From an optimization exercise on the open Yosys and OpenROAD flow, aimed at small area and a short achievable clock period; shortcuts taken in it are not production practice. Power and IR drop assume default switching activity.

== quartz ==
==> module HWA, before the edit <==
module HWA(
    input [12:0]        in,
    input               clock_d,
    input               clock_s,
    output logic [12:0] out,
    output logic        done
);
localparam [10:0] SGN = 11'b01010001010;    
logic [11:0] l12 [0:21];
logic [9:0]  l10 [22:25];
logic [7:0]  l8  [26:29];
logic [5:0]  l6  [30:33];
logic [1:0]  l2  [34:37];
logic [11:0] q;       
logic [11:0] rq;      
logic        qlast;   
logic [10:0] seg2;    
logic [11:0] tapv;    
logic        sgn;     
logic        bit_r;   
VDC vdc(.clock(clock_d), .reset(clock_s), .cnt(q), .rev(rq), .nxt(), .last(qlast));
logic       nz10;     
logic [1:0] r34;
assign nz10 = |l6[33][3:0];
assign r34  = (l6[33][5:4] == 2'd3) ? 2'd3 : l6[33][5:4] + {1'b0, nz10};
logic [10:0] seg_n;
always_comb begin
    logic [11:0] ge;      
    ge[0]  = 1'b1;
    ge[1]  = q >= 12'd1;
    ge[2]  = q >= 12'd22;
    ge[3]  = q >= 12'd100;
    ge[4]  = q >= 12'd337;
    ge[5]  = q >= 12'd1280;
    ge[6]  = q >= 12'd2813;
    ge[7]  = q >= 12'd3755;
    ge[8]  = q >= 12'd3992;
    ge[9]  = q >= 12'd4070;
    ge[10] = q >= 12'd4091;
    ge[11] = q >= 12'd4094;   
    for (int s = 0; s < 11; s++) seg_n[s] = ge[s] & ~ge[s+1];
    seg_n[0] = seg_n[0] | ge[11];
end
logic [11:0] tapv_n;
always_comb
    tapv_n = ({12{seg2[0]}}  & {l2[37], 10'b0})
           | ({12{seg2[1]}}  & {l6[33], 6'b0})
           | ({12{seg2[2]}}  & {l8[29], 4'b0})
           | ({12{seg2[3]}}  & {l10[25], 2'b0})
           | ({12{seg2[4]}}  & l12[21])
           | ({12{seg2[5]}}  & l12[19])
           | ({12{seg2[6]}}  & {l12[17][11:1], 1'b0})
           | ({12{seg2[7]}}  & {l12[13][11:3], 3'b0})
           | ({12{seg2[8]}}  & {l12[9][11:5], 5'b0})
           | ({12{seg2[9]}}  & {l12[5][11:7], 7'b0})
           | ({12{seg2[10]}} & {l12[1][11:10], 10'b0});
logic gt;
always_comb begin
    logic [11:0] g1, e1;
    logic [5:0]  g2, e2;
    logic [2:0]  g3, e3;
    for (int i = 0; i < 12; i++) begin
        g1[i] = tapv[i] & ~rq[i];
        e1[i] = ~(tapv[i] ^ rq[i]);
    end
    for (int i = 0; i < 6; i++) begin
        g2[i] = g1[2*i+1] | (e1[2*i+1] & g1[2*i]);
        e2[i] = e1[2*i+1] & e1[2*i];
    end
    for (int i = 0; i < 3; i++) begin
        g3[i] = g2[2*i+1] | (e2[2*i+1] & g2[2*i]);
        e3[i] = e2[2*i+1] & e2[2*i];
    end
    gt = g3[2] | (e3[2] & g3[1]) | (e3[2] & e3[1] & g3[0]);
end
logic [12:0] acc_carry;
assign acc_carry[0] = bit_r;
for (genvar i = 1; i < 13; i++) begin : g_acc_carry
    assign acc_carry[i] = bit_r & (&out[i-1:0]);
end
always_ff @(posedge clock_d) begin
    if (clock_s) begin
        l12[0] <= in[11:0];
        for (int j = 1; j < 22; j++) l12[j] <= l12[j-1];
        l10[22] <= {l12[21][11:3], |l12[21][2:0]};
        for (int j = 23; j < 26; j++) l10[j] <= l10[j-1];
        l8[26] <= {l10[25][9:3], |l10[25][2:0]};
        for (int j = 27; j < 30; j++) l8[j] <= l8[j-1];
        l6[30] <= {l8[29][7:3], |l8[29][2:0]};
        for (int j = 31; j < 34; j++) l6[j] <= l6[j-1];
        l2[34] <= r34;
        for (int j = 35; j < 38; j++) l2[j] <= l2[j-1];
    end
end
always_ff @(posedge clock_d) begin
    if (clock_s) begin
        out   <= 13'd0;
        done  <= 1'b0;
        seg2  <= 11'd1;                    
        tapv  <= {l2[36], 10'b0};          
        sgn   <= SGN[0];
        bit_r <= |l2[36];                  
    end else begin
        out   <= out ^ acc_carry;
        done  <= qlast;
        seg2  <= seg_n;
        tapv  <= tapv_n;
        sgn   <= |(seg2 & SGN);
        bit_r <= gt ^ sgn;
    end
end
endmodule
make LEC_CHECK=0 CAP_MARGIN=20 CORE_MARGIN=2 CORE_UTILIZATION=40 CTS_CLUSTER_DIAMETER=100 CTS_CLUSTER_SIZE=28 SETUP_SLACK_MARGIN=4.1 SLEW_MARGIN=20 SYNTH_MEMORY_MAX_BITS=32768 finish   # period 6.5 ns
run.sh (not shown) runs the stock make flow with config.mk's settings and CLKGATE_MAP_FILE= SYNTH_SCRIPT=/design/flow/synth_recipe.tcl, a recipe that flattens the netlist after the stock synthesis.
#### Input delta (harbor over quartz)
==> flow/design.v, changed modules only <==
module HWA(
    input [12:0]        in,
    input               clock_d,
    input               clock_s,
    output logic [12:0] out,
    output logic        done
);
localparam [10:0] SGN = 11'b01010001010;    
logic [11:0] l12 [0:21];
logic [9:0]  l10 [22:25];
logic [7:0]  l8  [26:29];
logic [5:0]  l6  [30:33];
logic [1:0]  l2  [34:37];
logic [11:0] q;       
logic [11:0] rq;      
logic        qlast;   
logic [10:0] seg1;    
logic [11:0] tapv;    
logic        bit_r;   
VDC vdc(.clock(clock_d), .reset(clock_s), .cnt(q), .rev(rq), .nxt(), .last(qlast));
logic       nz10;     
logic [1:0] r34;
assign nz10 = |l6[33][3:0];
assign r34  = (l6[33][5:4] == 2'd3) ? 2'd3 : l6[33][5:4] + {1'b0, nz10};
logic [10:0] seg_n;
always_comb begin
    logic [11:0] ge;      
    ge[0]  = 1'b1;
    ge[1]  = q >= 12'd2;
    ge[2]  = q >= 12'd23;
    ge[3]  = q >= 12'd101;
    ge[4]  = q >= 12'd338;
    ge[5]  = q >= 12'd1281;
    ge[6]  = q >= 12'd2814;
    ge[7]  = q >= 12'd3756;
    ge[8]  = q >= 12'd3993;
    ge[9]  = q >= 12'd4071;
    ge[10] = q >= 12'd4092;
    ge[11] = q == 12'd4095;   
    for (int s = 0; s < 11; s++) seg_n[s] = ge[s] & ~ge[s+1];
    seg_n[0] = seg_n[0] | ge[11];
end
always_comb
    tapv   = ({12{seg1[0]}}  & {l2[37], 10'b0})
           | ({12{seg1[1]}}  & {l6[33], 6'b0})
           | ({12{seg1[2]}}  & {l8[29], 4'b0})
           | ({12{seg1[3]}}  & {l10[25], 2'b0})
           | ({12{seg1[4]}}  & l12[21])
           | ({12{seg1[5]}}  & l12[19])
           | ({12{seg1[6]}}  & {l12[17][11:1], 1'b0})
           | ({12{seg1[7]}}  & {l12[13][11:3], 3'b0})
           | ({12{seg1[8]}}  & {l12[9][11:5], 5'b0})
           | ({12{seg1[9]}}  & {l12[5][11:7], 7'b0})
           | ({12{seg1[10]}} & {l12[1][11:10], 10'b0});
logic gt;
always_comb begin
    logic [11:0] g1, e1;
    logic [5:0]  g2, e2;
    logic [2:0]  g3, e3;
    for (int i = 0; i < 12; i++) begin
        g1[i] = tapv[i] & ~rq[i];
        e1[i] = ~(tapv[i] ^ rq[i]);
    end
    for (int i = 0; i < 6; i++) begin
        g2[i] = g1[2*i+1] | (e1[2*i+1] & g1[2*i]);
        e2[i] = e1[2*i+1] & e1[2*i];
    end
    for (int i = 0; i < 3; i++) begin
        g3[i] = g2[2*i+1] | (e2[2*i+1] & g2[2*i]);
        e3[i] = e2[2*i+1] & e2[2*i];
    end
    gt = g3[2] | (e3[2] & g3[1]) | (e3[2] & e3[1] & g3[0]);
end
logic [12:0] acc_carry;
assign acc_carry[0] = bit_r;
for (genvar i = 1; i < 13; i++) begin : g_acc_carry
    assign acc_carry[i] = bit_r & (&out[i-1:0]);
end
always_ff @(posedge clock_d) begin
    if (clock_s) begin
        l12[0] <= in[11:0];
        for (int j = 1; j < 22; j++) l12[j] <= l12[j-1];
        l10[22] <= {l12[21][11:3], |l12[21][2:0]};
        for (int j = 23; j < 26; j++) l10[j] <= l10[j-1];
        l8[26] <= {l10[25][9:3], |l10[25][2:0]};
        for (int j = 27; j < 30; j++) l8[j] <= l8[j-1];
        l6[30] <= {l8[29][7:3], |l8[29][2:0]};
        for (int j = 31; j < 34; j++) l6[j] <= l6[j-1];
        l2[34] <= r34;
        for (int j = 35; j < 38; j++) l2[j] <= l2[j-1];
    end
end
always_ff @(posedge clock_d) begin
    if (clock_s) begin
        out   <= 13'd0;
        done  <= 1'b0;
        seg1  <= 11'd1;                    
        bit_r <= |l2[36];                  
    end else begin
        out   <= out ^ acc_carry;
        done  <= qlast;
        seg1  <= seg_n;
        bit_r <= gt ^ |(seg1 & SGN);
    end
end
endmodule
--- outcome ---
- Summary — combinational fraction of design power, harbor relative to quartz: higher, by 0.2 points.
- On final critical path time including I/O delays and setup: between quartz and harbor, it ends up higher for harbor.
- Compared with quartz, number of buffers outside the clock class in the layout in harbor increased by more than 10%.
- Final hold slack ends up higher on quartz.
- On final wirelength, the lower figure sits with quartz, not harbor.
- The total via count after detailed routing of harbor is higher than that of quartz.
- quartz leaves more setup margin than harbor.
Function was not checked in any run of this note: the RTL went through the layout flow alone.

[what the ideal ports hide]
How much do the figures lean on ideal ports? The routed layouts below were timed once more, with nothing changed but the port constraints. Step 1, drivers: a clkbuf_16 drives clock_d and a buf_2 each remaining input, both assumed. Step 2 moves the port delays by t, midway between the first and last clock arrival at a register: inputs arrive t later, outputs are due t later. That takes back most of the time a late clock gives input paths. a / b / c = ideal ports / drivers / drivers and shift; a / b = the first two.
run	t (ns)	setup slack, ns	worst setup path at the end	latest minus earliest clock arrival (ns)	slew at the worst register clock pin (ns)
quartz	0.559	4.162 / 4.115 / 3.668	input to register	0.013 / 0.014	0.11 / 0.11
harbor	0.560	3.986 / 3.986 / 3.650	input to register	0.017 / 0.016	0.11 / 0.11
After both steps setup and hold are still met in every run listed. The setup slack of quartz, which loses most, moves by -0.047 ns with the drivers and by -0.494 ns with both steps.
